This design comes from an exercise in tuning for small area, a short achievable clock period and few clock cycles on the open sky130 flow, not from production work. At most, simulation tests tie the RTL to the original design; equivalence was not proved. Function not checked in run 7: the RTL went through the layout flow alone. Power and IR drop assume default switching activity.

==> flow/design.v <==
module encode#(
	parameter DATAWIDTH_STATE		= 16,
	parameter DATAWIDTH_XMAX		= 18,
	parameter DATAWIDTH_RCPFREQ		= 32,
	parameter DATAWIDTH_BIAS		= 10,
	parameter DATAWIDTH_CMPLFREQ	= 9,
	parameter DATAWIDTH_RCPSHIFT	= 6,
	parameter RANS_BYTE_L_SHIFT		= 8,
	parameter DATANUM				= 130560
)(
	input wire								clk,
	input wire								rst,
	input wire								start,
	output reg								onebyte_end,
	output reg								finish,
	input wire	[	 DATAWIDTH_XMAX-1:0]	x_max,
	input wire								x_max_valid,
	input wire	[ DATAWIDTH_RCPFREQ-1:0]	rcp_freq,
	input wire								rcp_freq_valid,
	input wire	[	 DATAWIDTH_BIAS-1:0]	bias,
	input wire								bias_valid,
	input wire	[DATAWIDTH_CMPLFREQ-1:0]	cmpl_freq,
	input wire								cmpl_freq_valid,
	input wire	[DATAWIDTH_RCPSHIFT-1:0]	rcp_shift,
	input wire								rcp_shift_valid,
	input wire								tvalid,
	input wire	[			   	    7:0]	tdata,
	input wire								tlast,
	output reg	[			   	    7:0]	byte_enc,
	output reg								out_valid
);
	function gt8;
		input [7:0] a;
		input [7:0] b;
		reg [7:0] g, p;
		reg [3:0] g1, p1;
		reg [1:0] g2, p2;
		integer i;
		begin
			g = a & ~b;		 
			p = a | ~b;		 
			for (i = 0; i < 4; i = i + 1) begin
				g1[i] = g[2*i+1] | (p[2*i+1] & g[2*i]);
				p1[i] = g[2*i+1] | (p[2*i+1] & p[2*i]);
			end
			for (i = 0; i < 2; i = i + 1) begin
				g2[i] = g1[2*i+1] | (p1[2*i+1] & g1[2*i]);
				p2[i] = g1[2*i+1] | (p1[2*i+1] & p1[2*i]);
			end
			gt8 = g2[1] | (p2[1] & g2[0]);
		end
	endfunction
	function ge12;
		input [11:0] a;
		input [11:0] b;
		reg [11:0] g, p;
		reg [5:0] g1, p1;
		reg [2:0] g2, p2;
		reg p3;
		integer i;
		begin
			g = a & ~b;		 
			p = a | ~b;		 
			for (i = 0; i < 6; i = i + 1) begin
				g1[i] = g[2*i+1] | (p[2*i+1] & g[2*i]);
				p1[i] = g[2*i+1] | (p[2*i+1] & p[2*i]);
			end
			for (i = 0; i < 3; i = i + 1) begin
				g2[i] = g1[2*i+1] | (p1[2*i+1] & g1[2*i]);
				p2[i] = g1[2*i+1] | (p1[2*i+1] & p1[2*i]);
			end
			p3 = g2[1] | (p2[1] & p2[0]);
			ge12 = g2[2] | (p2[2] & p3);
		end
	endfunction
	function cmp7;
		input [6:0] a;
		input [6:0] b;
		input ge;
		integer i;
		reg r;
		begin
			r = ge;
			for (i = 0; i < 7; i = i + 1)
				r = (a[i] & ~b[i]) | ((a[i] | ~b[i]) & r);
			cmp7 = r;
		end
	endfunction
	function [63:0] therm64;
		input [6:0] w;
		reg [8:0] eqh, gth;
		reg [7:0] gel;
		integer i, j;
		begin
			for (i = 0; i < 9; i = i + 1) begin
				eqh[i] = (w[6:3] == i);
				gth[i] = (w[6:3] > i);
			end
			for (j = 0; j < 8; j = j + 1)
				gel[j] = (w[2:0] >= j);
			for (i = 0; i < 8; i = i + 1)
				for (j = 0; j < 8; j = j + 1)
					therm64[8*i+j] = (j == 7) ? gth[i] : (gth[i] | (eqh[i] & gel[j+1]));
		end
	endfunction
	function [15:0] dec4;
		input [3:0] a;
		begin
			dec4 = 16'd1 << a;
		end
	endfunction
	reg rst_r;
	always @(posedge clk) rst_r <= rst;
	reg			ld_v;
	reg	[7:0]	ld_f;
	always @(posedge clk) begin
		ld_v <= x_max_valid;
		ld_f <= x_max[15:8];
	end
	reg	[7:0]	ld_cnt;		 
	reg	[8:0]	ld_acc;		 
	always @(posedge clk) begin
		if (rst_r) begin
			ld_cnt <= 8'd0;
			ld_acc <= 9'd0;
		end else if (ld_v) begin
			ld_cnt <= ld_cnt + 8'd1;
			ld_acc <= ld_acc + {1'b0, ld_f};
		end
	end
	reg	[2*255-1:0]	lsr;	 
	always @(posedge clk)
		if (ld_v) lsr <= {lsr[2*254-1:0], ld_acc[1:0]};
	reg	[4:0]	thb [1:64];
	wire [63:0] ld_ge = therm64(ld_acc[8:2]);	 
	genvar gk;
	generate for (gk = 1; gk <= 64; gk = gk + 1) begin : g_thb
		always @(posedge clk)
			if (ld_v && !ld_ge[gk-1]) thb[gk] <= ld_cnt[4:0];
	end endgenerate
	reg	[6:0]	thw [1:7];
	generate for (gk = 1; gk <= 7; gk = gk + 1) begin : g_thw
		always @(posedge clk)
			if (ld_v && ld_cnt == 32*gk) thw[gk] <= ld_acc[8:2];
	end endgenerate
	reg	[7:0]	idx;
	always @(posedge clk)
		idx <= tvalid ? tdata : idx + 8'd1;
	wire [15:0] oh_hi = dec4(idx[7:4]);
	wire [15:0] oh_lo = dec4(idx[3:0]);
	wire [1:0] lent [0:255];
	genvar gp;
	generate for (gp = 0; gp < 255; gp = gp + 1) begin : g_row
		assign lent[gp] = lsr[2*gp +: 2];
	end endgenerate
	assign lent[255] = 2'd0;
	reg [1:0] rd_lo;
	reg [1:0] grp;
	integer ia, ib;
	always @(*) begin
		rd_lo = 2'd0;
		for (ia = 0; ia < 16; ia = ia + 1) begin
			grp = 2'd0;
			for (ib = 0; ib < 16; ib = ib + 1)
				grp = grp | ({2{oh_lo[ib]}} & lent[16*(15-ia) + (15-ib)]);
			rd_lo = rd_lo | ({2{oh_hi[ia]}} & grp);
		end
	end
	reg [6:0] thw_a, thw_b;
	reg [4:0] s_lo;
	reg [1:0] lo_r;
	always @(posedge clk) begin
		case (idx[7:5])
			3'd0: begin thw_a <= 7'd0;   thw_b <= thw[1]; end
			3'd1: begin thw_a <= thw[1]; thw_b <= thw[2]; end
			3'd2: begin thw_a <= thw[2]; thw_b <= thw[3]; end
			3'd3: begin thw_a <= thw[3]; thw_b <= thw[4]; end
			3'd4: begin thw_a <= thw[4]; thw_b <= thw[5]; end
			3'd5: begin thw_a <= thw[5]; thw_b <= thw[6]; end
			3'd6: begin thw_a <= thw[6]; thw_b <= thw[7]; end
			default: begin thw_a <= thw[7]; thw_b <= 7'd64; end
		endcase
		s_lo <= idx[4:0];
		lo_r <= rd_lo;
	end
	wire [63:0] ta = therm64(thw_a);
	wire [63:0] tb = therm64(thw_b);
	wire [64:1] t;
	generate for (gk = 1; gk <= 64; gk = gk + 1) begin : g_cmp
		assign t[gk] = ta[gk-1] | (tb[gk-1] & cmp7({2'b0, s_lo}, {2'b0, thb[gk]}, 1'b0));
	end endgenerate
	reg [5:0] rd_hi;
	integer ik;
	always @(*) begin
		rd_hi = 6'd0;
		for (ik = 1; ik < 64; ik = ik + 1)
			if (t[ik] & ~t[ik+1]) rd_hi = rd_hi | ik[5:0];
	end
	wire [7:0] rd_cdf = {rd_hi, lo_r};
	reg			v1, v2, v3, v4, v5, v6, v7, fin1, fin2;
	reg			l1, l2, l3, l4, l5, l6, l7;
	always @(posedge clk) begin
		if (rst_r) begin
			v1 <= 1'b0; v2 <= 1'b0; v3 <= 1'b0; v4 <= 1'b0; v5 <= 1'b0; v6 <= 1'b0; v7 <= 1'b0;
			fin1 <= 1'b0;
			fin2 <= 1'b0;
		end else begin
			v1 <= tvalid; v2 <= v1; v3 <= v2; v4 <= v3; v5 <= v4; v6 <= v5; v7 <= v6;
			fin1 <= v7 & l7;
			fin2 <= fin1;
		end
		l1 <= tlast; l2 <= l1; l3 <= l2; l4 <= l3; l5 <= l4; l6 <= l5; l7 <= l6;
	end
	reg	[7:0]	c0, c1;
	always @(posedge clk) begin
		c0 <= c1;
		c1 <= rd_cdf;
	end
	reg	[7:0]	fa;
	always @(posedge clk)
		if (v4) fa <= c1 - c0;
	reg	[7:0]	ca, pc;
	reg	[7:0]	m1;
	reg	[9:0]	m3;
	reg	[10:0]	m5, m7;
	reg	[11:0]	m9, m11, m13, m15;
	always @(posedge clk) begin
		ca  <= c0;
		pc  <= ca;
		m1  <= fa;
		m3  <= {2'b0, fa} + {1'b0, fa, 1'b0};
		m5  <= {3'b0, fa} + {1'b0, fa, 2'b0};
		m7  <= {fa, 3'b0} - {3'b0, fa};
		m9  <= {1'b0, fa, 3'b0} + {4'b0, fa};
		m11 <= {1'b0, fa, 3'b0} + {3'b0, fa, 1'b0} + {4'b0, fa};
		m13 <= {fa, 4'b0} - {3'b0, fa, 1'b0} - {4'b0, fa};
		m15 <= {fa, 4'b0} - {4'b0, fa};
	end
	wire [11:0] mul [0:15];
	assign mul[0]  = 12'd0;
	assign mul[1]  = {4'b0, m1};
	assign mul[2]  = {3'b0, m1, 1'b0};
	assign mul[3]  = {2'b0, m3};
	assign mul[4]  = {2'b0, m1, 2'b0};
	assign mul[5]  = {1'b0, m5};
	assign mul[6]  = {1'b0, m3, 1'b0};
	assign mul[7]  = {1'b0, m7};
	assign mul[8]  = {1'b0, m1, 3'b0};
	assign mul[9]  = m9;
	assign mul[10] = {m5, 1'b0};
	assign mul[11] = m11;
	assign mul[12] = {m3, 2'b0};
	assign mul[13] = m13;
	assign mul[14] = {m7, 1'b0};
	assign mul[15] = m15;
	reg	[15:0]	x;
	reg			need;		 
	reg			sel_n, sel_x;	 
	wire [7:0] hi = x[15:8];
	wire [7:0] lo = x[7:0];
	reg	[7:0]	r1;			 
	reg	[3:0]	qh;			 
	reg	[3:0]	d2;			 
	reg	[7:0]	e2;			 
	wire [11:0]	u_w = ({12{sel_n}} & {8'd0, hi[7:4]})
	                | ({12{sel_x}} & {hi, lo[7:4]})
	                | ({12{v7}}    & {r1, d2});
	wire [7:0]	v2h = r1[3:0] + e2[7:4];
	wire [7:0]	u_v = ({8{sel_n}} & {4'd0, hi[7:4]})
	                | ({8{sel_x}} & {hi[3:0], lo[7:4]})
	                | ({8{v7}}    & {v2h[3:0], e2[3:0]});
	wire [15:0]	u_t;		 
	wire [15:0]	u_e;		 
	wire [7:0]	u_c [0:15];
	assign u_t[0] = 1'b1;
	genvar gm;
	generate for (gm = 1; gm < 16; gm = gm + 1) begin : g_div
		assign u_t[gm] = ge12(u_w, mul[gm]);
	end endgenerate
	generate for (gm = 0; gm < 16; gm = gm + 1) begin : g_cand
		assign u_c[gm] = u_v - mul[gm][7:0];
		if (gm < 15) begin : g_e
			assign u_e[gm] = u_t[gm] & ~u_t[gm+1];
		end else begin : g_e
			assign u_e[gm] = u_t[gm];
		end
	end endgenerate
	reg [7:0] u_rem;
	reg [3:0] u_q;
	integer mi;
	always @(*) begin
		u_rem = 8'd0;
		u_q = 4'd0;
		for (mi = 0; mi < 16; mi = mi + 1)
			if (u_e[mi]) begin
				u_rem = u_rem | u_c[mi];
				u_q = u_q | mi[3:0];
			end
	end
	wire [15:0] x_new = {qh, u_q, u_rem};
	wire [3:0] fah = fa[7:4];
	wire need_fast = (qh > fah) | ((qh == fah) & u_t[fa[3:0]]);
	wire need_slow = hi >= fa;
	wire need_nx = v7 ? need_fast : need_slow;
	wire [3:0] d2_nx = need ? hi[3:0] : lo[3:0];
	always @(posedge clk) begin
		need <= need_nx;
		sel_n <= v5 & need_nx;
		sel_x <= v5 & ~need_nx;
		r1 <= u_rem;
		qh <= u_q;
		d2 <= d2_nx;
		e2 <= {4'd0, d2_nx} + pc;
		if (start)   x <= 16'd256;
		else if (v7) x <= x_new;
	end
	always @(posedge clk) begin
		onebyte_end <= tvalid;
		if (rst_r) begin
			out_valid <= 1'b0;
			finish    <= 1'b0;
		end else begin
			out_valid <= (v6 & need) | fin1 | fin2;
			finish    <= fin2;
		end
		byte_enc <= (v6 | fin1) ? lo : hi;
	end
endmodule
==> flow/flow/run.sh <==
#!/bin/bash
# Standard synthesis, then the standard ORFS layout steps with repair_timing
# aiming at a larger setup slack (a tighter internal target than the clock).
set -euo pipefail
MARGIN=${MARGIN:-6.7}
bash standard.sh synth > synth.log 2>&1
sed "s/SETUP_SLACK_MARGIN=[0-9.]*/SETUP_SLACK_MARGIN=$MARGIN/" standard.sh > layout.sh
grep -q "SETUP_SLACK_MARGIN=$MARGIN" layout.sh
bash layout.sh > layout.log 2>&1
==> flow/standard.sh <==
#!/bin/bash
# synth_recipe.tcl (not shown) runs the flow's synth.tcl, then flattens the netlist and writes it again
# the make line also repeats each setting of config.mk as NAME=value (left out here)
make -C /OpenROAD-flow-scripts/flow DESIGN_CONFIG=/design/flow/config.mk WORK_HOME=/design/flow/orfs CLKGATE_MAP_FILE= SYNTH_SCRIPT=/design/flow/synth_recipe.tcl "${@:-finish}"
==> flow/config.mk <==
export PLATFORM = sky130hd
export DESIGN_NAME = encode
export DESIGN_NICKNAME = encode
export VERILOG_FILES = /design/flow/design.v
export SDC_FILE = /design/flow/constraint.sdc
export NUM_CORES = 8
export LEC_CHECK = 0
export CAP_MARGIN = 20
export CORE_MARGIN = 2
export CORE_UTILIZATION = 45
export CTS_CLUSTER_DIAMETER = 100
export CTS_CLUSTER_SIZE = 30
export SETUP_SLACK_MARGIN = 5
export SLEW_MARGIN = 20
export SYNTH_MEMORY_MAX_BITS = 16384
export TNS_END_PERCENT = 20
==> flow/constraint.sdc <==
create_clock -name core_clock -period 10.0 [get_ports {clk}]
set_input_delay 2.0000 -clock core_clock [delete_from_list [all_inputs] [get_ports {clk}]]
set_output_delay 2.0000 -clock core_clock [all_outputs]
set_load 0.01 [all_outputs]
==> summary.txt, run 1 <==
Outcome
  – Status: complete, no violations

Setup path
  – Arrival time worst endpoint: 4.08 ns
  – Crit path max-delay family: adder cells
  – Critical path's largest stage delay: 0.44 ns
  – Critical path fanouts, max: 6
  – CP Launch Type: register
  – Cell Chain, Critical Path: inv_16 -> buf_16 -> buf_12 -> maj3_1 -> maj3_1 -> maj3_1 -> maj3_1 -> o21ai_2 -> or3b_2 -> o211ai_1 -> nor4_2 -> nand4b_1
  – CP max-delay cell: maj3_1
  – Worst path required time: 10.50 ns
  – CP Capture Type: register
  – Crit path kind: register to register
  – Most common cell on crit path: maj3_1
  – Bufs and invs on worst path: 3

Place
  – DP HPWL: approximately 90 mm
  – PortBufs: 32
  – Gpl congestion: 0.965
  – DP Area: 0.0543 mm^2

Global route
  – Grt ovf: 0
  – Vias in the first global route: between 30k and 40k
  – GRT Util Overall: 24.5%
  – Pin count of the biggest net entering global routing: ~200
  – Initial antenna violation count: 2
  – First-pass GRT wire length: 219 mm

Yosys
  – Synth cell types: 92
  – Mapped Area: 0.0521 mm^2
  – Number of synthesized flops with an enable pin: 887
  – Syn Inst Count: ~4.1k
  – Fraction of registers with async set/reset: 0%
  – Syn. warnings: 3
  – Register area share after synthesis: 60.0%
  – #FFs+latches synth: 1,118
  – Primary FF master, synth: edfxtp_1
  – Synthesized net count: 4,410
  – Avg Cell Area, Syn: roughly 13 um^2

Floorplan
  – Die footprint: 0.119 mm^2
  – Cell Rows: 124
  – Initial core utilization: 45.4%
  – Die Wd: 344 um
  – Core Area: 0.115 mm^2
  – # IOs: approximately 100
  – Die height: 344 um

Route
  – Residual DRC: 0
  – Final WL: 150 mm
  – Via density per instance: 6.11
  – Initial drt markers: 3,846
  – Drt first pass iters: 6
  – Final ANT Viol Nets: 0
  – DR vias: roughly 35k
  – Routed WL per cell: 26.0 um

Min path
  – Min-Delay Path Class: register to register

STA
  – Endpoints failing setup: 0
  – Max-slew violation count: 0
  – TNS Setup: 0 ns
  – Tmin final: 3.58 ns
  – Period Utilization, post-route: between 30% and 40%
  – Rel. slew slack: 23.4%
  – Hold Fails Final Rpt: 0
  – RSZ-0062 raised after global routing: yes
  – Max Fclk: 280 MHz
  – Worst Skew: 0.0688 ns
  – Slew of the pin with the lowest slew margin: 1.15 ns

Finish
  – Area occupied by multi-input gates: 0.0205 mm^2
  – Filler instances: between 9k and 10k
  – Layout net count: 4,479
  – Layout cell share with drive strength beyond 1: 16.7%
  – Final Cell Area: 0.0585 mm^2
  – Register area: 0.0313 mm^2
  – Area growth, synth to finish: 12.3%

Clock tree
  – CTS Buf Count: 47
  – Clk slew on worst S/H paths: roughly 0.12 ns
  – Clock latency on the worst-skew pair: 0.72 ns
  – H-tree levels: 2
  – Clock Tree Root: clkbuf_16
  – # clock sinks: ~1.1k
  – Max Root-Sink Buffers: 3
  – CTS tree: done

Pwr
  – Pwr dens: 177 mW/mm^2
  – VDD IR max: approximately 0.2 mV
  – Leakage: ~0.021 uW

Flow run
  – Max-cap violations: 0
==> kinds of logic (layout without fill, tap and decap cells) <==
kind of cell / count (synthesis) / in the layout / synth area share, %
XOR/XNOR: 172 / 172 / 2.89
AO/OA/AOI/OAI: 1121 / 1121 / 14.8
flip-flops: 1118 / 1118 / 60.0
buffers and inverters: 401 / 505 / 3.01
multiplexers: 121 / 121 / 2.64
other: 0 / 2 / 0
adder cells (fa/ha/maj): 405 / 405 / 9.11
AND/OR/NAND/NOR: 787 / 787 / 7.58
==> worst paths after layout <==
check / cells past startpoint / slack [ns] / from / endpoint
min reg2reg: 0 / 0.33 / ca[0] / pc[0]
min: 0 / 0.33 / ca[0] / pc[0]
max: 12 / 6.42 / s_lo[1] / c1[3]
max reg2reg: 12 / 6.42 / s_lo[1] / c1[3]
==> registers in the layout, summed over array words and instances (netlist names), 9 cells and up <==
register	flops
lsr	510
thb	320
thw	49
x	16
m15	12
m13	11
m9	11
m11	10
ld_acc	9
m5	9
==> repair_timing <==
| item | in CTS | in global routing |
|---|---|---|
| gates cloned | 9 | 7 |
| pin swaps | 59 | 78 |
| hold buffers | 0 | 0 |
| setup buffers | 70 | 47 |
| setup endpoints to repair | 66 | 71 |
| gates resized for setup | 193 | 176 |
==> layout make-up <==
type / count / area share [%]
diodes: 2 / 0.00856
clock buffers: 69 / 2.17
clock inverters: 15 / 0.424
inverters: 172 / 1.20
multi-input cells: 2606 / 35.0
flip-flops and latches: 1118 / 53.5
well taps: 1512 / 3.23
repair buffers: 248 / 4.42
repair inverters: 1 / 0.0150
==> stage by stage <==
stage	total power [uW]	util [%]	cells	hold WS, ns	setup WS (ns)
after detailed placement	7750	47.4	5524	0.312	5.28
after floorplan	7100	-	4125	0.310	4.45
after global placement	7730	47.4	5523	0.313	5.29
final	10400	51.0	5743	0.327	6.42
after CTS	10300	50.1	5687	0.331	6.37
after global routing	10800	51.0	5742	0.339	6.37
==> cells in the final DEF, fill, tap and decap left out, types with 34 or more instances in the layout <==
cell type / synthesis / layout
a21oi_1: 255 / 220
edfxtp_1: 887 / 887
a31oi_1: 40 / 38
buf_4: 4 / 154
nand4_1: 43 / 43
ha_1: 167 / 156
xnor2_1: 128 / 127
o21bai_1: 36 / 34
nand3_1: 58 / 54
a21o_1: 54 / 54
a22oi_1: 168 / 154
xor2_1: 44 / 44
o21ai_0: 163 / 139
mux2_2: 91 / 91
inv_1: 170 / 156
dfxtp_1: 231 / 199
nand2b_1: 82 / 79
nor2_1: 202 / 186
nand2_1: 176 / 164
maj3_1: 194 / 148
a221oi_1: 77 / 74
clkbuf_16: 0 / 52
a22o_1: 52 / 50
maj3_2: 19 / 65
nor2b_1: 47 / 40
==> routing by layer <==
metal  track usage, %  share of wire, %
met2             39.0                46
met4             8.39               3.8
met3             2.96               6.8
met5                0                 0
met1             34.9                44
==> power by group <==
group / switching (uW) / internal (uW)
Clock: 1490 / 940
Sequential: 277 / 5480
Combinational: 1300 / 889
Total: 3070 / 7310
==> cells in the mapped netlist, types with 16 or more instances <==
master	instances	area share [%]
o21bai_1	36	0.52
xnor2_1	128	2.2
or2_2	20	0.24
nand2b_1	82	0.98
buf_1	32	0.23
or2b_1	16	0.23
and3_1	17	0.20
fa_1	25	0.96
nor2_1	202	1.5
dfxtp_1	231	8.9
a222oi_1	16	0.31
clkbuf_1	160	1.2
a22o_1	52	0.87
nor3_1	38	0.37
maj3_1	194	3.7
xor2_1	44	0.74
nand3_1	58	0.56
mux2_2	91	2.0
a21o_1	54	0.78
o21a_1	26	0.37
buf_2	31	0.30
o22ai_1	29	0.35
maj3_2	19	0.41
nand2_1	176	1.3
a21oi_1	255	2.4
a221o_1	19	0.37
inv_1	170	1.2
a221oi_1	77	1.3
mux2i_1	26	0.50
o21ai_0	163	1.6
and2_1	23	0.28
o31ai_1	17	0.24
nor2b_1	47	0.56
a22oi_1	168	2.4
a31oi_1	40	0.48
edfxtp_1	887	51
ha_1	167	4.0
nand4_1	43	0.52
o211ai_1	28	0.40
or3_1	21	0.25
a211oi_1	25	0.36
Testbench counts, summed over its fixed seeds: cycles 36,480.
==> run 2, diff against run 1 <==
==> flow/flow/run.sh (replaced) <==
#!/bin/bash
# Standard synthesis, then the standard ORFS layout steps with repair_timing
# aiming at a larger setup slack (a tighter internal target than the clock).
set -euo pipefail
MARGIN=${MARGIN:-6.5}
bash standard.sh synth > synth.log 2>&1
sed "s/SETUP_SLACK_MARGIN=[0-9.]*/SETUP_SLACK_MARGIN=$MARGIN/" standard.sh > layout.sh
grep -q "SETUP_SLACK_MARGIN=$MARGIN" layout.sh
bash layout.sh > layout.log 2>&1
--- a/flow/config.mk
+++ b/flow/config.mk
@@ -7,7 +7,7 @@
 export LEC_CHECK = 0
 export CAP_MARGIN = 20
 export CORE_MARGIN = 2
-export CORE_UTILIZATION = 45
+export CORE_UTILIZATION = 40
 export CTS_CLUSTER_DIAMETER = 100
 export CTS_CLUSTER_SIZE = 30
 export SETUP_SLACK_MARGIN = 5
==> run 2 against run 1 <==
Critical path depth increased by 1. Cell area down 0.49%. Register-to-register slack lost 0.03 ns. Clock skew fell by 0.0071 ns. Still clean. Final cell count rose by 3.5%. Global-route usage shrank 3.3 points. Wire length down 3.1%. Clock power increased by 6%. Maximum frequency decreased by 0.81%. Critical endpoint is now x[4]. Core utilization is 6.0 points lower.
==> summary.txt, run 2 <==
Global route
  – GRT Util Overall: 21.2%
  – Grt ovf: 0
  – Pin count of the biggest net entering global routing: 173
  – Vias in the first global route: around 34k
  – First-pass GRT wire length: 215 mm
  – Initial antenna violation count: 1

Route
  – Final WL: 145 mm
  – Via density per instance: 5.89
  – Drt first pass iters: 9
  – Initial drt markers: approximately 4.1k
  – Residual DRC: 0
  – Routed WL per cell: 24.4 um
  – Final ANT Viol Nets: 0
  – DR vias: 35.0k

Finish
  – Commonest non-fill, non-tap cell in the layout: edfxtp_1
  – Layout net count: 4,444
  – Largest regs: lsr (510), thb (320), thw (49)
  – Layout Cells excl Fill: a little under 6k
  – Number of flip-flops in the largest register: 510
  – N_diodes: 0
  – Most frequent cells in the layout: edfxtp_1, a21oi_1, dfxtp_1, nor2_1, maj3_1
  – Layout cell share with drive strength beyond 1: 15.0%
  – Area growth, synth to finish: 11.7%
  – Top reg by flops: lsr

Yosys
  – Synth area leaders: edfxtp_1, dfxtp_1, ha_1
  – Avg Cell Area, Syn: 12.6 um^2
  – Syn. warnings: 3
  – Synth cell types: 92
  – Most common cell in the netlist: edfxtp_1
  – Syn Inst Count: around 4.1k
  – Number of synthesized flops with an enable pin: 887
  – Mapped Area: 0.0521 mm^2
  – Register area share after synthesis: about 60%
  – Synth top area share: 51.1%
  – Cell type with the largest total area after synthesis: edfxtp_1
  – Fraction of registers with async set/reset: 0%
  – Primary FF master, synth: edfxtp_1
  – #FFs+latches synth: 1,118
  – Synthesized net count: ~4.4k
  – Most frequent cells after synthesis: edfxtp_1, a21oi_1, dfxtp_1

Setup path
  – CP Capture Type: register
  – Most common cell on crit path: buf_4
  – CP max-delay cell: dfxtp_4
  – Critical path fanouts, max: 8
  – Crit path kind: register to register
  – Cell Chain, Critical Path: clkbuf_4 -> a222oi_1 -> buf_4 -> clkdlybuf4s15_2 -> buf_4 -> o221ai_1 -> a21o_1 -> a221o_1 -> nand2_2 -> nor2_1 -> a211oi_1 -> and4_1 -> a311oi_1
  – Critical path's largest stage delay: 0.39 ns
  – Arrival time worst endpoint: 4.15 ns
  – CP Launch Type: register
  – Worst path required time: 10.54 ns

STA
  – Worst Skew: around 0.062 ns
  – Worst hold margin: 0.319 ns
  – TNS Setup: 0 ns
  – Rel. slew slack: ~27%
  – Max-slew violation count: 0
  – Tmin final: 3.61 ns
  – RSZ-0062 raised after global routing: yes
  – Hold Fails Final Rpt: 0
  – Period Utilization, post-route: 36.1%
  – Endpoints failing setup: 0
  – Max Fclk: 277 MHz
  – Slew of the pin with the lowest slew margin: 1.09 ns

Place
  – Gpl congestion: 0.956
  – DP HPWL: 90.8 mm
  – PortBufs: 32
  – Cell count after placement: 5,750

Floorplan
  – Die footprint: 0.133 mm^2
  – Cell Rows: 132
  – Initial core utilization: 40.3%
  – Core Area: 0.129 mm^2
  – Die Wd: 365 um
  – Die height: 365 um
  – # IOs: 104

Clock tree
  – CTS Buf Count: 49
  – # clock sinks: 1,118
  – CTS tree: done
  – CTS Hold Bufs: 0
  – Clock latency on the worst-skew pair: between 0.7 and 0.8 ns
  – Clk slew on worst S/H paths: 0.12 ns
  – Clock Tree Root: clkbuf_16
  – Max Root-Sink Buffers: 3
  – H-tree levels: 2

Min path
  – Min-Delay Path Class: register to register

Pwr
  – Leakage: between 0.02 and 0.025 uW
  – Pwr dens: 179 mW/mm^2
  – VDD IR max: ~0.15 mV
  – Design Power: ~10,000 uW

Flow run
  – Max-cap violations: 0

Outcome
  – Status: complete, no violations
[run 2: cell counts after synthesis]
Identical to the previous run, type by type.
[run 2: layout make-up]
type	instances	area, um^2
Inverter	172	686
Timing Repair Buffer	212	2040
Sequential cell	1118	31300
Clock buffer	78	1410
Fill cell	11700	71100
Multi-Input combinational cell	2606	20300
Clock inverter	14	256
Tap cell	1742	2180
[run 2: critical path: cells and delay by family (launching register included)]
kind | cells | cell delay, ns
compound gates | 6 | 1.65
buf+inv | 4 | 0.80
flops | 1 | 0.39
simple gates | 3 | 0.59
[run 2: report_power, final]
group          total [uW]  internal, uW  switching, uW
registers            5750          5480            270
logic                2110           846           1260
clock network        2580          1040           1540
total               10400          7360           3080
[run 2: what timing repair did]
| action | in CTS | in global routing |
|---|---|---|
| setup endpoints to repair | 46 | 59 |
| resized for setup | 121 | 149 |
| pin swaps | 33 | 73 |
| gates cloned | 3 | 5 |
| buffers inserted | 40 | 52 |
[run 2: through the flow]
stage          utilization [%]  cell area (um^2)  setup WS (ns)
6_report                  45.0             58200           6.39
5_1_grt                   45.0             58200           6.33
4_1_cts                   44.2             57100           6.39
3_5_place_dp              42.2             54600           5.40
3_3_place_gp              42.2             54600           5.40
2_1_floorplan                -             52300           4.45
[run 2: worst paths after layout]
check | from | end | slack, ns | depth (start not counted)
max | sel_x | x[4] | 6.39 | 13
min | c1[0] | c0[0] | 0.32 | 0
max reg2reg | sel_x | x[4] | 6.39 | 13
min reg2reg | c1[0] | c0[0] | 0.32 | 0
[run 2: cells by family after synthesis]
logic type / synth area share, %
AO/OA/AOI/OAI: 14.8
flip-flops: 60.0
AND/OR/NAND/NOR: 7.58
adder cells (fa/ha/maj): 9.11
buffers and inverters: 3.01
XOR/XNOR: 2.89
multiplexers: 2.64
[run 2: metal layers]
layer  part of all wire (%)  GRT usage, %
met5                      0             0
met4                    3.3          6.95
met3                    6.9          2.52
met2                     47          34.5
met1                     43          29.5
==> run 3, diff against run 2 <==
--- a/flow/config.mk
+++ b/flow/config.mk
@@ -7,7 +7,7 @@
 export LEC_CHECK = 0
 export CAP_MARGIN = 20
 export CORE_MARGIN = 2
-export CORE_UTILIZATION = 40
+export CORE_UTILIZATION = 50
 export CTS_CLUSTER_DIAMETER = 100
 export CTS_CLUSTER_SIZE = 30
 export SETUP_SLACK_MARGIN = 5
==> run 3 against run 2 <==
Synthesized cell count is the same. Sequential power is essentially flat. Flip-flop and latch count is the same. Setup slack lost 0.12 ns. Highest routed layer unchanged. Die area shrank 20%. Still clean.
==> summary.txt, run 3 <==
Setup path
  – Crit path kind: register to register
  – CP Launch Type: register
  – Critical path fanouts, max: 14
  – Crit path max-delay family: simple AND/OR/NAND/NOR gates
  – R2R setup slack: 6.27 ns
  – Most common cell on crit path: o21ai_0
  – Critical path's largest stage delay: 0.86 ns
  – Worst r2r dst: c1[7]
  – Worst path required time: 10.56 ns
  – CP max-delay cell: dfxtp_1
  – CP Capture Type: register
  – Cell Chain, Critical Path: o21ai_0 -> nor2_1 -> o22ai_1 -> a31oi_1 -> o21ai_0 -> o211ai_1 -> mux2i_1 -> and4bb_2 -> nand4_1 -> or4_4
  – Bufs and invs on worst path: 0
  – Arrival time worst endpoint: 4.29 ns
  – Reg2Reg Launch Point: thw_b[1]
  – FF-to-FF path depth: 10

Finish
  – Layout cell share with drive strength beyond 1: 12.7%
  – Top reg by flops: lsr
  – N_diodes: 0
  – Finished Core Util: a little under three fifths
  – Commonest non-fill, non-tap cell in the layout: edfxtp_1
  – Number of flip-flops in the largest register: 510
  – Most frequent cells in the layout: edfxtp_1, a21oi_1, dfxtp_1, nor2_1, maj3_1
  – Layout net count: roughly 4.4k
  – Area growth, synth to finish: 9.38%
  – Largest regs: lsr (510), thb (320), thw (49)
  – Layout Cells excl Fill: between 5k and 6k

Route
  – Drt first pass iters: 5
  – Via density per instance: 6.23
  – Routed WL per cell: 25.9 um
  – Final WL: 144 mm
  – Residual DRC: 0
  – DR vias: roughly 35k
  – Initial drt markers: approximately 3.6k
  – Final ANT Viol Nets: 0

Outcome
  – Status: complete, no violations

STA
  – Tmin final: 3.73 ns
  – Max-slew violation count: 0
  – Endpoints failing setup: 0
  – Period Utilization, post-route: 37.3%
  – Rel. slew slack: 25.2%
  – Slew of the pin with the lowest slew margin: about 1.1 ns
  – Max Fclk: 268 MHz
  – Worst Skew: 0.0328 ns
  – TNS Setup: 0 ns
  – Hold Fails Final Rpt: 0
  – RSZ-0062 raised after global routing: yes

Pwr
  – VDD IR max: ~0.17 mV
  – Pwr dens: 177 mW/mm^2
  – Leakage: 0.0204 uW

Clock tree
  – CTS tree: done
  – Max Root-Sink Buffers: 3
  – Clock Tree Root: clkbuf_16
  – H-tree levels: 2
  – CTS Buf Count: 44
  – Clk slew on worst S/H paths: 0.11 ns
  – Clock latency on the worst-skew pair: about 0.7 ns
  – CTS Hold Bufs: 0
  – # clock sinks: ~1.1k

Min path
  – HP Start: l6
  – Hold Path End: l7
  – Min-Delay Path Class: register to register
  – Worst Hold Depth: 0

Global route
  – GRT Util Overall: approximately a quarter
  – Pin count of the biggest net entering global routing: about 170
  – Vias in the first global route: approximately 33k
  – First-pass GRT wire length: ~210 mm
  – Grt ovf: 0
  – Initial antenna violation count: 1

Floorplan
  – Core Area: between 0.1 and 0.15 mm^2
  – Cell Rows: approximately 120
  – # IOs: 104
  – Die Wd: between 300 and 400 um
  – Die height: 327 um
  – Initial core utilization: about half
  – Die footprint: around 0.11 mm^2

Yosys
  – Register area share after synthesis: 60.0%
  – Synth cell types: 92
  – Syn Inst Count: 4,125
  – #FFs+latches synth: 1,118
  – Number of synthesized flops with an enable pin: 887
  – Synthesized net count: 4,410
  – Synth area leaders: edfxtp_1, dfxtp_1, ha_1
  – Primary FF master, synth: edfxtp_1
  – Mapped Area: between 0.05 and 0.06 mm^2
  – Cell type with the largest total area after synthesis: edfxtp_1
  – Most frequent cells after synthesis: edfxtp_1, a21oi_1, dfxtp_1
  – Synth top area share: 51.1%
  – Fraction of registers with async set/reset: 0%
  – Syn. warnings: 3
  – Avg Cell Area, Syn: 12.6 um^2
  – Most common cell in the netlist: edfxtp_1

Place
  – Cell count after placement: 5,396
  – DP HPWL: between 90 and 100 mm
  – PortBufs: 32
  – Gpl congestion: roughly 0.99

Flow run
  – Max-cap violations: 0
## run 3: cell types whose count changed in the layout (fill, tap and decap cells not counted), sizes merged
cell,delta
bufbuf,+2
clkinvlp,-4
inv,-2
clkbuf,-4
clkdlybuf4s15,-1
clkinv,-2
buf,-25
## run 3: layout make-up
class / count / area [um^2]
well taps: 1380 / 1730
clock buffers: 75 / 1240
inverters: 172 / 666
fillers: 8718 / 46500
clock inverters: 6 / 108
multi-input cells: 2606 / 20100
repair buffers: 187 / 1820
flip-flops and latches: 1118 / 31300
## run 3: what timing repair did
action / in CTS / in global routing
resized for setup: 124 / 77
endpoints found under the setup margin: 48 / 48
gates cloned: 3 / 6
setup buffers: 31 / 25
pin swaps: 32 / 19
## run 3: layer usage
layer	wire (um)	GRT usage [%]	up-vias
li1	-	-	15700
met1	62200	36.8	17300
met2	66800	42.3	1312
met3	9410	3.38	247
met4	5130	8.59	0
met5	0	0	-
## run 3: kinds of logic (layout without fill, tap and decap cells)
| kind of cell | after synthesis | count (layout) | synth area share, % |
|---|---|---|---|
| XOR/XNOR | 172 | 172 | 2.89 |
| buffers and inverters | 401 | 440 | 3.01 |
| AND/OR/NAND/NOR | 787 | 787 | 7.58 |
| adder cells (fa/ha/maj) | 405 | 405 | 9.11 |
| AO/OA/AOI/OAI | 1121 | 1121 | 14.8 |
| flip-flops | 1118 | 1118 | 60.0 |
| multiplexers | 121 | 121 | 2.64 |
## run 3: worst max path at each step
stage / startpoint / end / depth (start not counted) / slack [ns]
after CTS: byte_enc[1] / byte_enc[1] / 1 / 6.30
final: thw_b[1] / c1[7] / 10 / 6.27
after global routing: s_lo[0] / c1[3] / 15 / 6.25
after detailed placement: v7 / x[0] / 11 / 5.36
after floorplan: ld_v / thb[4][0] / 9 / 4.45
after global placement: v7 / x[0] / 11 / 5.38
## run 3: worst register-to-register path: stages (launching register included)
cell and delay, ns:
dfxtp_1 0.86, o21ai_0 0.54, nor2_1 0.29, o22ai_1 0.12, a31oi_1 0.16, o21ai_0 0.17
o211ai_1 0.21, mux2i_1 0.28, and4bb_2 0.27, nand4_1 0.15, or4_4 0.56
## run 3: through the flow
step           hold WS, ns  power (uW)  cell area, um^2  setup WS (ns)
2_1_floorplan        0.310        7100            52300           4.45
3_3_place_gp         0.310        7740            54200           5.38
3_5_place_dp         0.312        7760            54200           5.36
4_1_cts              0.340       10100            56300           6.30
5_1_grt              0.344       10500            57000           6.25
6_report             0.337       10100            57000           6.27
## run 3: report_power, final
part           internal [uW]  total (uW)  switching [uW]
combinational            794        2050            1260
sequential              5480        5720             244
clock                    882        2310            1430
total                   7150       10100            2930
==> run 4, diff against run 3 <==
--- a/flow/config.mk
+++ b/flow/config.mk
@@ -7,9 +7,10 @@
 export LEC_CHECK = 0
 export CAP_MARGIN = 20
 export CORE_MARGIN = 2
-export CORE_UTILIZATION = 50
+export CORE_UTILIZATION = 45
 export CTS_CLUSTER_DIAMETER = 100
 export CTS_CLUSTER_SIZE = 30
+export GPL_ROUTABILITY_DRIVEN = 0
 export SETUP_SLACK_MARGIN = 5
 export SLEW_MARGIN = 20
 export SYNTH_MEMORY_MAX_BITS = 16384
==> run 4 against run 3 <==
Still clean. Non-clock buffer count grew 32. First-iteration DRC count up 11%. Register-to-register slack improved by 0.06 ns. Final cell count grew 3.1%. Combinational power about the same. Die area grew 11%. Clock-buffer cell count shrank 1. Synthesized cell count stayed put. Critical path type unchanged. Critical endpoint is now c1[2].
==> summary.txt, run 4 <==
Outcome
  – Status: complete, no violations

Finish
  – Top reg by flops: lsr
  – Finished Core Util: 50.4%
  – Largest regs: lsr (510), thb (320), thw (49)
  – Layout net count: 4,449
  – Most frequent cells in the layout: edfxtp_1, a21oi_1, dfxtp_1, nor2_1, maj3_1
  – Layout cell share with drive strength beyond 1: 14.7%
  – Layout Cells excl Fill: 5,714
  – Number of flip-flops in the largest register: 510
  – N_diodes: 0
  – Area growth, synth to finish: 11.0%
  – Commonest non-fill, non-tap cell in the layout: edfxtp_1

Setup path
  – Reg2Reg Launch Point: s_lo[1]
  – Crit path kind: register to register
  – CP Launch Type: register
  – Cell Chain, Critical Path: inv_6 -> buf_12 -> buf_16 -> maj3_2 -> maj3_2 -> maj3_2 -> maj3_2 -> o311a_1 -> nor2b_4 -> buf_4 -> or4bb_4 -> nor2_4 -> nand4_1
  – Critical path fanouts, max: 7
  – R2R setup slack: around 6.3 ns
  – Crit path from: s_lo[1]
  – CP Capture Type: register
  – CP max-delay cell: or4bb_4
  – Critical path's largest stage delay: 0.54 ns
  – Most common cell on crit path: maj3_2
  – Worst path required time: 10.49 ns
  – Arrival time worst endpoint: 4.16 ns

Pwr
  – Pwr dens: about 180 mW/mm^2
  – Leakage: 0.0208 uW
  – VDD IR max: between 0.15 and 0.2 mV

Floorplan
  – Die Wd: 344 um
  – Core Area: approximately 0.11 mm^2
  – Die height: around 340 um
  – Cell Rows: 124
  – # IOs: 104
  – Die footprint: about 0.12 mm^2
  – Initial core utilization: 45.4%

Clock tree
  – Clock latency on the worst-skew pair: roughly 0.70 ns
  – CTS Buf Count: 47
  – CTS tree: done
  – Clk slew on worst S/H paths: 0.11 ns
  – Max Root-Sink Buffers: 3
  – # clock sinks: 1,118
  – Clock Tree Root: clkbuf_16
  – H-tree levels: 2

Yosys
  – XOR/XNOR Fraction of Synth Area: 2.89%
  – Cell type with the largest total area after synthesis: edfxtp_1
  – Synth top area share: 51.1%
  – Most common cell in the netlist: edfxtp_1
  – #FFs+latches synth: 1,118
  – Most frequent cells after synthesis: edfxtp_1, a21oi_1, dfxtp_1
  – Avg Cell Area, Syn: 12.6 um^2
  – Synthesized net count: between 4k and 5k
  – Fraction of registers with async set/reset: 0%
  – Simple-gate portion of the synthesized area: 7.58%
  – Syn Inst Count: 4,125
  – Adder-Cell Fraction of Synth Area: under 10%
  – Synth Area in Compound Gates: 14.8%
  – Multiplexer share of the synthesized area: 2.64%
  – Largest family of logic cells by synthesized area: compound AO/OA/AOI/OAI gates
  – Primary FF master, synth: edfxtp_1
  – Mapped Area: 0.0521 mm^2
  – Number of synthesized flops with an enable pin: 887
  – Synth area leaders: edfxtp_1, dfxtp_1, ha_1
  – Synth cell types: 92
  – Register area share after synthesis: 60.0%
  – Syn. warnings: 3

Place
  – DP HPWL: 87.2 mm
  – PortBufs: 32
  – Cell count after placement: around 5.5k
  – DP Worst Slack: 5.30 ns

Global route
  – M1 GR Usage: 34.4%
  – Vias in the first global route: 33.3k
  – Grt ovf: 0
  – Met3 Use GR: roughly 3%
  – Pin count of the biggest net entering global routing: 183
  – Met2 Track Usage GR: 37.1%
  – GRT Util Overall: 23.7%
  – First-pass GRT wire length: 213 mm
  – Global routing's busiest layer: met2
  – Initial antenna violation count: 2

Route
  – Via density per instance: around 6.1
  – DR vias: 35.1k
  – Residual DRC: 0
  – Routed WL per cell: around 25 um
  – Drt first pass iters: 6
  – Initial drt markers: 4,004
  – Final ANT Viol Nets: 0
  – Final WL: around 150 mm

STA
  – Slack of the critical path: between 6 and 7 ns
  – Max-slew violation count: 0
  – Max Fclk: 273 MHz
  – RSZ-0062 raised after global routing: yes
  – Endpoints failing setup: 0
  – Tmin final: 3.67 ns
  – Hold Fails Final Rpt: 0
  – Period Utilization, post-route: approximately 37%
  – Worst Skew: 0.0559 ns
  – TNS Setup: 0 ns
  – Rel. slew slack: 15.5%
  – Slew of the pin with the lowest slew margin: 1.25 ns
  – Worst hold margin: 0.322 ns

Min path
  – HP Start: ca[7]
  – Min-Delay Path Class: register to register

Flow run
  – Max-cap violations: 0
==> run 4: cell counts after synthesis <==
No cell type changed its count.
==> run 4: layer usage <==
metal  vias to the layer above  part of all wire (%)
met5                         -                     0
met4                         0                   3.6
met3                       329                   7.5
met2                      1618                    45
met1                     17400                    44
li1                      15800                     -
==> run 4: through the flow <==
step	instance area, um^2	total power (uW)
3_3_place_gp	54300	7700
6_report	57800	10300
2_1_floorplan	52300	7100
5_1_grt	57800	10700
3_5_place_dp	54300	7720
4_1_cts	56700	10300
==> run 4: final timing paths <==
| kind | end | cells past startpoint |
|---|---|---|
| max | c1[2] | 13 |
| min | pc[7] | 0 |
| max reg2reg | c1[2] | 13 |
| min reg2reg | pc[7] | 0 |
==> run 4: cells by family (layout without fill, tap and decap cells) <==
logic type / after synthesis / in the layout
buffers and inverters: 401 / 478
DFF: 1118 / 1118
adders and majority gates: 405 / 405
AOI/OAI and AO/OA: 1121 / 1121
muxes: 121 / 121
and+or+nand+nor: 787 / 787
xor gates and xnor gates: 172 / 172
==> run 4: report_power, final <==
| part | total [uW] | internal (uW) | switching [uW] |
|---|---|---|---|
| clock | 2470 | 960 | 1510 |
| combinational | 2080 | 838 | 1240 |
| sequential | 5760 | 5480 | 279 |
==> run 4: cell type report <==
class / count / area, um^2
fillers: 9924 / 56800
flip-flops and latches: 1118 / 31300
multi-input cells: 2606 / 20200
repair buffers: 219 / 2200
well taps: 1512 / 1890
clock buffers: 74 / 1310
inverters: 172 / 681
clock inverters: 13 / 205
==> run 4: what timing repair did <==
action / in CTS / in global routing
setup endpoints to repair: 110 / 106
pin swaps: 39 / 63
endpoints found under the hold margin: 0 / 0
buffers inserted: 43 / 54
gates cloned: 5 / 7
resized for setup: 111 / 145
hold buffers: 0 / 0
==> run 4: critical path: cells and delay by family, from the launching register on <==
family / cells / cell delay, ns
AOI/OAI and AO/OA: 1 / 0.32
adders and majority gates: 4 / 1.20
buffers and inverters: 4 / 0.44
DFF: 1 / 0.42
and+or+nand+nor: 4 / 1.04
==> run 5, diff against run 4 <==
--- a/flow/config.mk
+++ b/flow/config.mk
@@ -10,7 +10,6 @@
 export CORE_UTILIZATION = 45
 export CTS_CLUSTER_DIAMETER = 100
 export CTS_CLUSTER_SIZE = 30
-export GPL_ROUTABILITY_DRIVEN = 0
 export SETUP_SLACK_MARGIN = 5
 export SLEW_MARGIN = 20
 export SYNTH_MEMORY_MAX_BITS = 16384
==> run 5 against run 4 <==
Area after synthesis is the same. Core utilization shrank 0.13 points. Sequential power is essentially flat. Register-to-register slack gained 0.11 ns. Hold slack gained 0.0040 ns. Clock skew grew 0.018 ns. Via count shrank 0.74%.
==> summary.txt, run 5 <==
Yosys
  – Most frequent cells after synthesis: edfxtp_1, a21oi_1, dfxtp_1
  – Syn. warnings: 3
  – Synth top area share: 51.1%
  – Most common cell in the netlist: edfxtp_1
  – Avg Cell Area, Syn: 12.6 um^2
  – Fraction of registers with async set/reset: 0%
  – Mapped Area: 0.0521 mm^2
  – Synth area leaders: edfxtp_1, dfxtp_1, ha_1
  – Synth cell types: slightly above 90
  – Syn Inst Count: 4,125
  – #FFs+latches synth: ~1.1k
  – Primary FF master, synth: edfxtp_1
  – Register area share after synthesis: roughly three fifths
  – Synthesized net count: approximately 4.4k
  – Number of synthesized flops with an enable pin: 887
  – Cell type with the largest total area after synthesis: edfxtp_1

Outcome
  – Status: complete, no violations

Finish
  – Area growth, synth to finish: 10.7%
  – Commonest non-fill, non-tap cell in the layout: edfxtp_1
  – Layout net count: between 4k and 5k
  – Number of flip-flops in the largest register: 510
  – Largest regs: lsr (510), thb (320), thw (49)
  – Layout cell share with drive strength beyond 1: 14.5%
  – Most frequent cells in the layout: edfxtp_1, a21oi_1, dfxtp_1, nor2_1, nand2_1
  – Final Cell Area: 0.0577 mm^2
  – Top reg by flops: lsr

Floorplan
  – Die Wd: 344 um
  – Die height: 344 um
  – Die footprint: 0.119 mm^2
  – Cell Rows: about 120
  – Initial core utilization: between 40 and 50%
  – Core Area: 0.115 mm^2
  – # IOs: 104

Place
  – PortBufs: 32
  – DP Area: 0.0543 mm^2
  – DP HPWL: 90.2 mm
  – Gpl congestion: 0.965

Clock tree
  – Clock latency on the worst-skew pair: 0.72 ns
  – CTS tree: done
  – H-tree levels: 2
  – CTS Hold Bufs: 0
  – Max Root-Sink Buffers: 3
  – # clock sinks: roughly 1.1k
  – Clk slew on worst S/H paths: 0.12 ns
  – CTS Buf Count: 47
  – Clock Tree Root: clkbuf_16

STA
  – Period Utilization, post-route: 35.8%
  – Hold Fails Final Rpt: 0
  – Tmin final: 3.58 ns
  – Endpoints failing setup: 0
  – Rel. slew slack: 21.5%
  – Max Fclk: 280 MHz
  – RSZ-0062 raised after global routing: yes
  – Slew of the pin with the lowest slew margin: approximately 1.2 ns
  – Max-slew violation count: 0
  – Worst hold margin: 0.326 ns
  – Worst Skew: 0.0738 ns
  – TNS Setup: 0 ns

Setup path
  – Crit path kind: register to primary output
  – Cell Chain, Critical Path: clkdlybuf4s50_1
  – CP Launch Type: register
  – CP max-delay cell: clkdlybuf4s50_1
  – Critical path fanouts, max: 1
  – Reg2Reg Launch Point: thw_b[5]
  – Worst path required time: 8.00 ns
  – FF-to-FF path depth: 8
  – Critical path's largest stage delay: 0.54 ns
  – Crit path max-delay family: buffers and inverters
  – Worst r2r dst: c1[3]
  – Arrival time worst endpoint: 1.58 ns
  – R2R setup slack: 6.44 ns
  – CP Depth: 1
  – Crit path from: finish
  – Bufs and invs on worst path: 1
  – CP Capture Type: primary output

Route
  – Via density per instance: 6.12
  – Drt first pass iters: 8
  – DR vias: 34.9k
  – Final ANT Viol Nets: 0
  – Residual DRC: 0
  – Routed WL per cell: 26.0 um
  – Final WL: 148 mm
  – Initial drt markers: 3,630

Global route
  – Initial antenna violation count: 2
  – Vias in the first global route: 33.2k
  – Grt ovf: 0
  – GRT Util Overall: 24.3%
  – Pin count of the biggest net entering global routing: 202
  – First-pass GRT wire length: about 220 mm

Pwr
  – Pwr dens: 179 mW/mm^2
  – Leakage: 0.0207 uW
  – VDD IR max: 0.201 mV

Flow run
  – Max-cap violations: 0

Min path
  – Min-Delay Path Class: register to register
  – Hold Path End: pc[0]
  – HP Start: ca[0]
  – Worst Hold Depth: 0
==> run 5: kinds of logic after synthesis <==
logic type / share of synthesized area [%]
DFF: 60.0
and+or+nand+nor: 7.58
xor gates and xnor gates: 2.89
adders and majority gates: 9.11
muxes: 2.64
AOI/OAI and AO/OA: 14.8
buffers and inverters: 3.01
==> run 5: through the flow <==
| step | std cells | utilization, % | total power (uW) | setup WS [ns] |
|---|---|---|---|---|
| final | 5698 | 50.3 | 10400 | 6.42 |
| after global routing | 5698 | 50.3 | 10800 | 6.34 |
| after CTS | 5655 | 49.5 | 10300 | 6.31 |
| after detailed placement | 5524 | 47.4 | 7750 | 5.28 |
| after global placement | 5523 | 47.4 | 7730 | 5.29 |
| after floorplan | 4125 | - | 7100 | 4.45 |
==> run 5: routing by layer <==
metal | global-route usage, % | wire (um)
met1 | 34.9 | 65700
met5 | 0 | 0
met4 | 7.84 | 4920
met2 | 38.6 | 67600
met3 | 2.95 | 9700
==> run 5: layout make-up <==
cell class	count	area, um^2
multi-input combinational	2606	20100
inverter	172	682
clock buffer	69	1270
antenna	1	2.50
fill	9898	57000
tap	1512	1890
timing repair buffer	204	2140
timing repair inverter	1	8.76
clock inverter	15	248
sequential	1118	31300
==> run 5: where the power goes <==
part / internal (uW) / total (uW) / switching (uW)
registers: 5480 / 5750 / 275
logic: 880 / 2170 / 1290
clock network: 940 / 2430 / 1490
==> run 5: worst max-delay path by stage <==
| stage | endpoint | slack, ns |
|---|---|---|
| global placement | c1[7] | 5.29 |
| global route | x[7] | 6.34 |
| detailed placement | c1[7] | 5.28 |
| finish | finish | 6.42 |
| floorplan | thb[4][0] | 4.45 |
| CTS | lo_r[0] | 6.31 |
==> run 5: timing repair <==
| item | CTS | global route |
|---|---|---|
| cloned | 5 | 5 |
| buffers inserted | 42 | 37 |
| pin swaps | 41 | 84 |
| setup endpoints to repair | 48 | 43 |
| resized for setup | 124 | 148 |
| hold endpoints to repair | 0 | 0 |
==> run 6, diff against run 5 <==
--- a/flow/config.mk
+++ b/flow/config.mk
@@ -8,8 +8,8 @@
 export CAP_MARGIN = 20
 export CORE_MARGIN = 2
 export CORE_UTILIZATION = 45
-export CTS_CLUSTER_DIAMETER = 100
-export CTS_CLUSTER_SIZE = 30
+export CTS_CLUSTER_DIAMETER = 80
+export CTS_CLUSTER_SIZE = 24
 export SETUP_SLACK_MARGIN = 5
 export SLEW_MARGIN = 20
 export SYNTH_MEMORY_MAX_BITS = 16384
==> run 6 against run 5 <==
Via count grew 0.30%. Sequential share of layout area shrank 0.42 points. Sequential power is essentially flat. Flip-flop and latch count is the same. Hold slack lost 0.059 ns. Clock skew grew 0.0096 ns. Non-clock buffer count grew 1. Critical path depth grew 8. Critical endpoint is now c1[7]. Largest cell class unchanged. Largest power group unchanged. Highest routed layer unchanged.
==> summary.txt, run 6 <==
Outcome
  – Status: complete, no violations

Yosys
  – Most common cell in the netlist: edfxtp_1
  – Cell type with the largest total area after synthesis: edfxtp_1
  – Synthesized net count: 4,410
  – Primary FF master, synth: edfxtp_1
  – Syn. warnings: 3
  – Synth area leaders: edfxtp_1, dfxtp_1, ha_1
  – Mapped Area: 0.0521 mm^2
  – Synth top area share: 51.1%
  – Number of synthesized flops with an enable pin: approximately 900
  – Fraction of registers with async set/reset: 0%
  – Most frequent cells after synthesis: edfxtp_1, a21oi_1, dfxtp_1
  – Register area share after synthesis: 60.0%
  – Syn Inst Count: 4,125
  – #FFs+latches synth: between 1k and 1.5k
  – Avg Cell Area, Syn: between 10 and 15 um^2
  – Synth cell types: 92

Flow run
  – Max-cap violations: 0

Clock tree
  – Max Root-Sink Buffers: 3
  – CTS tree: done
  – H-tree levels: 2
  – Clk slew on worst S/H paths: 0.09 ns
  – # clock sinks: approximately 1.1k
  – CTS Buf Count: 60
  – Clock Tree Root: clkbuf_16
  – Clock latency on the worst-skew pair: 0.74 ns

Floorplan
  – Die Wd: about 340 um
  – Cell Rows: roughly 120
  – Core Area: 0.115 mm^2
  – Initial core utilization: between 40% and 50%
  – Die footprint: about 0.12 mm^2
  – # IOs: 104
  – Die height: 344 um

Route
  – Routed WL per cell: about 26 um
  – Final ANT Viol Nets: 0
  – Initial drt markers: 3,647
  – Residual DRC: 0
  – DR vias: about 35k
  – Drt first pass iters: 6
  – Via density per instance: ~6.1
  – Final WL: 148 mm

STA
  – Max Fclk: 273 MHz
  – Worst Skew: 0.0834 ns
  – Tmin final: 3.66 ns
  – Worst hold margin: 0.266 ns
  – Slew of the pin with the lowest slew margin: 1.16 ns
  – Endpoints failing setup: 0
  – Max-slew violation count: 0
  – RSZ-0062 raised after global routing: yes
  – Hold Fails Final Rpt: 0
  – Rel. slew slack: 22.6%
  – TNS Setup: 0 ns
  – Period Utilization, post-route: 36.6%

Global route
  – Initial antenna violation count: 3
  – Grt ovf: 0
  – Vias in the first global route: 33.5k
  – GRT Util Overall: 24.5%
  – Pin count of the biggest net entering global routing: 202
  – First-pass GRT wire length: about 220 mm

Setup path
  – Worst path required time: 10.59 ns
  – Reg2Reg Launch Point: thw_b[5]
  – Critical path fanouts, max: 9
  – CP Launch Type: register
  – CP Capture Type: register
  – FF-to-FF path depth: 9
  – Crit path kind: register to register
  – Arrival time worst endpoint: 4.25 ns
  – Crit path from: thw_b[5]

Finish
  – Area growth, synth to finish: 11.6%
  – Number of flip-flops in the largest register: slightly above 500
  – Top reg by flops: lsr
  – Layout Cells excl Fill: roughly 5.7k
  – Layout cell share with drive strength beyond 1: 14.7%
  – Largest regs: lsr (510), thb (320), thw (49)
  – Final Cell Area: 0.0581 mm^2
  – Most frequent cells in the layout: edfxtp_1, a21oi_1, dfxtp_1, nor2_1, nand2_1
  – Layout net count: 4,449
  – Commonest non-fill, non-tap cell in the layout: edfxtp_1
  – N_diodes: 0

Min path
  – Min-Delay Path Class: register to register
  – Worst Hold Depth: 0
  – HP Start: ca[7]

Place
  – DP Area: 0.0543 mm^2
  – Gpl congestion: slightly below 1
  – Cell count after placement: roughly 5.5k
  – PortBufs: 32
  – DP HPWL: 90.2 mm

Pwr
  – Leakage: 0.0209 uW
  – Pwr dens: 183 mW/mm^2
  – VDD IR max: 0.134 mV
## run 6: power by group
| group | total (uW) | leakage [uW] | internal, uW | switching [uW] |
|---|---|---|---|---|
| Clock | 2760 | 0.000914 | 1190 | 1570 |
| Combinational | 2120 | 0.00939 | 847 | 1270 |
| Sequential | 5760 | 0.0106 | 5480 | 277 |
| Total | 10600 | 0.0209 | 7520 | 3120 |
## run 6: kinds of logic (layout without fill, tap and decap cells)
group,after synthesis,in the layout,synth area share [%]
AOI/OAI and AO/OA,1121,1121,14.8
DFF,1118,1118,60.0
and+or+nand+nor,787,787,7.58
adders and majority gates,405,405,9.11
buffers and inverters,401,492,3.01
xor gates and xnor gates,172,172,2.89
muxes,121,121,2.64
## run 6: final timing paths
kind / endpoint / slack (ns)
setup reg to reg: c1[7] / 6.34
setup / recovery: c1[7] / 6.34
hold reg to reg: pc[7] / 0.27
hold / removal: pc[7] / 0.27
## run 6: cell type report
cell class	instances	area [um^2]
multi-input combinational	2606	20100
timing repair buffer	205	2190
timing repair inverter	1	8.76
clock buffer	94	1650
tap	1512	1890
sequential	1118	31300
inverter	172	682
clock inverter	20	282
fill	9877	56500
## run 6: repair_timing
action	CTS	global route
pin swaps	54	58
gates cloned	6	6
setup endpoints to repair	48	54
buffers inserted	51	27
hold buffers	0	0
gates resized for setup	157	113
## run 6: routing by layer
layer / wire length, um / part of all wire [%] / track usage, %
met1: 64700 / 44 / 35.0
met3: 10600 / 7.1 / 3.38
met2: 68000 / 46 / 38.7
met5: 0 / 0 / 0
met4: 5280 / 3.6 / 7.74
## run 6: critical path, stage by stage, from the launching register on
cell and delay (ns):
dfxtp_1 0.72, inv_1 0.32, nor4b_1 0.40, buf_4 0.22, a221oi_1 0.08, a221o_1 0.41, buf_4 0.14, and2_4 0.13
or4_4 0.51, or4_4 0.57
## run 6: per-stage QoR
step                      utilization, %  power, uW  worst slack [ns]
final                               50.7      10600              6.34
after global routing                50.7      11100              6.28
after CTS                           50.1      10600              6.28
after detailed placement            47.4       7750              5.28
after global placement              47.4       7730              5.29
after floorplan                        -       7100              4.45
==> run 7, diff against run 6 <==
--- a/flow/design.v
+++ b/flow/design.v
@@ -103,6 +103,18 @@
 					therm64[8*i+j] = (j == 7) ? gth[i] : (gth[i] | (eqh[i] & gel[j+1]));
 		end
 	endfunction
+	function cmp8;
+		input [7:0] a;
+		input [7:0] b;
+		integer i;
+		reg r;
+		begin
+			r = 1'b1;
+			for (i = 0; i < 8; i = i + 1)
+				r = (a[i] & ~b[i]) | ((a[i] | ~b[i]) & r);
+			cmp8 = r;
+		end
+	endfunction
 	function [15:0] dec4;
 		input [3:0] a;
 		begin
@@ -217,23 +229,27 @@
 		c1 <= rd_cdf;
 	end
 	reg	[7:0]	fa;
+	reg	[9:0]	fa3;		 
+	reg	[7:0]	pc;			 
+	wire [7:0] f_rd = c1 - c0;
 	always @(posedge clk)
-		if (v4) fa <= c1 - c0;
-	reg	[7:0]	ca, pc;
+		if (v4) begin
+			fa  <= f_rd;
+			fa3 <= {2'b0, f_rd} + {1'b0, f_rd, 1'b0};
+			pc  <= c0;
+		end
 	reg	[7:0]	m1;
 	reg	[9:0]	m3;
 	reg	[10:0]	m5, m7;
 	reg	[11:0]	m9, m11, m13, m15;
 	always @(posedge clk) begin
-		ca  <= c0;
-		pc  <= ca;
 		m1  <= fa;
-		m3  <= {2'b0, fa} + {1'b0, fa, 1'b0};
+		m3  <= fa3;
 		m5  <= {3'b0, fa} + {1'b0, fa, 2'b0};
 		m7  <= {fa, 3'b0} - {3'b0, fa};
 		m9  <= {1'b0, fa, 3'b0} + {4'b0, fa};
-		m11 <= {1'b0, fa, 3'b0} + {3'b0, fa, 1'b0} + {4'b0, fa};
-		m13 <= {fa, 4'b0} - {3'b0, fa, 1'b0} - {4'b0, fa};
+		m11 <= {1'b0, fa, 3'b0} + {2'b0, fa3};
+		m13 <= {fa, 4'b0} - {2'b0, fa3};
 		m15 <= {fa, 4'b0} - {4'b0, fa};
 	end
 	wire [11:0] mul [0:15];
@@ -300,7 +316,7 @@
 	wire [15:0] x_new = {qh, u_q, u_rem};
 	wire [3:0] fah = fa[7:4];
 	wire need_fast = (qh > fah) | ((qh == fah) & u_t[fa[3:0]]);
-	wire need_slow = hi >= fa;
+	wire need_slow = cmp8(hi, fa);
 	wire need_nx = v7 ? need_fast : need_slow;
 	wire [3:0] d2_nx = need ? hi[3:0] : lo[3:0];
 	always @(posedge clk) begin
--- a/flow/config.mk
+++ b/flow/config.mk
@@ -8,8 +8,8 @@
 export CAP_MARGIN = 20
 export CORE_MARGIN = 2
 export CORE_UTILIZATION = 45
-export CTS_CLUSTER_DIAMETER = 80
-export CTS_CLUSTER_SIZE = 24
+export CTS_CLUSTER_DIAMETER = 100
+export CTS_CLUSTER_SIZE = 30
 export SETUP_SLACK_MARGIN = 5
 export SLEW_MARGIN = 20
 export SYNTH_MEMORY_MAX_BITS = 16384
==> run 7 against run 6 <==
Still clean. Maximum frequency shrank 2.8%. Global-route usage down 0.69 points. Clock skew down 0.050 ns. Combinational power rose by 8%. First-iteration DRC count shrank 8.7%. Clock-buffer cell count shrank 25. Die area barely moved. Sequential power is essentially flat. Critical endpoint is now c1[2]. Largest power group unchanged.
==> summary.txt, run 7 <==
Outcome
  – Status: complete, no violations

Floorplan
  – Die Wd: 344 um
  – Cell Rows: 124
  – # IOs: ~100
  – Core Area: 0.115 mm^2
  – Die footprint: 0.118 mm^2
  – Die height: between 300 and 400 um
  – Initial core utilization: 45.5%

Route
  – Residual DRC: 0
  – Drt first pass iters: 8
  – DR vias: between 30k and 40k
  – Routed WL per cell: 25.1 um
  – Final ANT Viol Nets: 0
  – Final WL: about 140 mm
  – Via density per instance: around 6.1
  – Initial drt markers: 3,329

Pwr
  – Leakage: 0.0209 uW
  – Sw frac: about 30%
  – Net Switching: 3100 uW
  – VDD IR max: 0.170 mV
  – Comb pwr share: 21.9%
  – Clock power share: a little under a quarter
  – Design Power: 10,500 uW
  – Pwr dens: 181 mW/mm^2
  – Int Pwr: about 7400 uW
  – Reg power frac: 55.2%

Yosys
  – Syn Inst Count: a little over 4k
  – Synth top area share: 52.1%
  – #FFs+latches synth: 1,120
  – Synth area leaders: edfxtp_1, dfxtp_1, ha_1
  – Fraction of registers with async set/reset: 0%
  – Register area share after synthesis: 60.4%
  – Avg Cell Area, Syn: 12.7 um^2
  – Syn. warnings: 3
  – Cell type with the largest total area after synthesis: edfxtp_1
  – Mapped Area: 0.0521 mm^2
  – Most frequent cells after synthesis: edfxtp_1, a21oi_1, dfxtp_1
  – Number of synthesized flops with an enable pin: 904
  – Primary FF master, synth: edfxtp_1
  – Synthesized net count: 4,368
  – Most common cell in the netlist: edfxtp_1
  – Synth cell types: 92

Setup path
  – Bufs and invs on worst path: 0
  – Worst path required time: between 10 and 15 ns
  – Crit path kind: register to register
  – Critical path fanouts, max: 18
  – CP Launch Type: register
  – CP Capture Type: register
  – Most common cell on crit path: a221oi_1
  – CP max-delay cell: a221oi_1
  – Critical path's largest stage delay: 0.75 ns
  – Cell Chain, Critical Path: or3_1 -> o21ai_0 -> a221oi_1 -> a221oi_1 -> o221ai_1 -> and4b_1 -> nand4_1 -> or4_4
  – Crit path max-delay family: simple AND/OR/NAND/NOR gates
  – Arrival time worst endpoint: 4.32 ns

STA
  – Worst hold margin: 0.337 ns
  – TNS Setup: 0 ns
  – RSZ-0062 raised after global routing: yes
  – Period Utilization, post-route: between 30 and 40%
  – Rel. slew slack: 25.1%
  – Hold Fails Final Rpt: 0
  – Slew of the pin with the lowest slew margin: 1.12 ns
  – Max-slew violation count: 0
  – Endpoints failing setup: 0
  – Worst Skew: 0.0336 ns
  – Tmin final: 3.77 ns
  – Max Fclk: 265 MHz

Global route
  – Pin count of the biggest net entering global routing: 188
  – First-pass GRT wire length: ~210 mm
  – Grt ovf: 0
  – GRT Util Overall: 23.8%
  – Initial antenna violation count: 1
  – Vias in the first global route: around 34k

Finish
  – Top reg by flops: lsr
  – Commonest non-fill, non-tap cell in the layout: edfxtp_1
  – Layout net count: 4,394
  – Filler instances: about 10k
  – Largest regs: lsr (510), thb (320), thw (49)
  – Area growth, synth to finish: 10.9%
  – Layout cell share with drive strength beyond 1: 14.5%
  – Number of flip-flops in the largest register: 510
  – Most frequent cells in the layout: edfxtp_1, a21oi_1, dfxtp_1, nor2_1, a22oi_1

Place
  – Gpl congestion: 0.949
  – PortBufs: 32
  – DP HPWL: 88.4 mm

Clock tree
  – # clock sinks: 1,120
  – H-tree levels: 2
  – CTS tree: done
  – CTS Buf Count: 46
  – Clock latency on the worst-skew pair: 0.68 ns
  – Clock Tree Root: clkbuf_16
  – CTS Hold Bufs: 0
  – Max Root-Sink Buffers: 3
  – Clk slew on worst S/H paths: 0.11 ns

Flow run
  – Max-cap violations: 0

Min path
  – Min-Delay Path Class: register to register
## run 7: changes by cell type after synthesis, sizes merged, moves of 11 or more
cell    delta
edfxtp    +17
nand2     -14
a22oi     +13
o21ai     -20
maj3      -15
xor2      +11
nand2b    +16
ha        -14
a21oi     +19
dfxtp     -15
## run 7: path summary, 6_finish.rpt
kind | startpoint | end | slack, ns | cells past startpoint
worst min-delay path | lo_r[0] | c1[0] | 0.34 | 0
worst max register to register | thw_b[2] | c1[2] | 6.23 | 8
worst max-delay path | thw_b[2] | c1[2] | 6.23 | 8
worst min register to register | lo_r[0] | c1[0] | 0.34 | 0
## run 7: logic make-up (layout without fill, tap and decap cells)
| family | after synthesis | after routing | synth area share, % |
|---|---|---|---|
| AOI/OAI and AO/OA | 1141 | 1141 | 15.2 |
| xor gates and xnor gates | 174 | 174 | 2.93 |
| adders and majority gates | 369 | 369 | 8.25 |
| buffers and inverters | 410 | 468 | 3.11 |
| DFF | 1120 | 1120 | 60.4 |
| muxes | 120 | 120 | 2.58 |
| other | 0 | 1 | 0 |
| and+or+nand+nor | 770 | 770 | 7.48 |
## run 7: power by group through the flow
stage / logic (uW) / clock network, uW / registers, uW
2_1_floorplan: 1550 / 0 / 5820
3_3_place_gp: 2130 / 0 / 5880
3_5_place_dp: 2150 / 0 / 5890
4_1_cts: 2300 / 2460 / 5790
5_1_grt: 2510 / 2600 / 5830
6_report: 2300 / 2390 / 5790
## run 7: layer usage
metal	GRT usage [%]	wire length, um	share of wire, %	vias to the layer above
met1	33.7	63400	44	17300
met2	39.1	67100	47	1184
met3	2.78	8730	6.1	182
met4	5.67	3360	2.4	0
li1	-	-	-	15700
met5	0	0	0	-
## run 7: layout make-up
| cell class | instances | area (um^2) | area share [%] |
|---|---|---|---|
| inverter | 175 | 708 | 1.23 |
| timing repair buffer | 212 | 2290 | 3.97 |
| clock buffer | 69 | 1240 | 2.14 |
| multi-input combinational | 2574 | 19900 | 34.5 |
| clock inverter | 11 | 195 | 0.338 |
| sequential | 1120 | 31500 | 54.6 |
| tap | 1512 | 1890 | 3.27 |
| timing repair inverter | 1 | 8.76 | 0.0152 |
| antenna | 1 | 2.50 | 0.00433 |
## run 7: worst reg2reg max path, delay by kind of cell, from the launching register on
kind	cells	cell delay, ns
AO/OA/AOI/OAI	4	1.39
flip-flops	1	0.60
AND/OR/NAND/NOR	4	1.65
## run 7: what timing repair did
| action | in CTS | in global routing |
|---|---|---|
| pin swaps | 91 | 21 |
| endpoints found under the setup margin | 137 | 168 |
| resized for setup | 223 | 24 |
| setup buffers | 82 | 5 |
| cloned | 12 | 0 |
## run 7: through the flow
stage | cell area [um^2] | worst slack, ns | std cells | util, %
final | 57800 | 6.23 | 5675 | 50.5
after global routing | 57800 | 6.19 | 5674 | 50.4
after CTS | 57600 | 6.35 | 5669 | 50.3
after detailed placement | 54300 | 5.38 | 5495 | 47.4
after global placement | 54300 | 5.36 | 5495 | 47.4
after floorplan | 52400 | 4.37 | 4104 | -

Re-timed with assumed drivers on the ports (clkbuf_16 on the clock, buf_2 on other inputs), run 7 has 6.233 ns of setup slack against 6.233 ns with ideal ports, and 6.233 ns once port delays also move by the mid clock arrival of 0.741 ns.
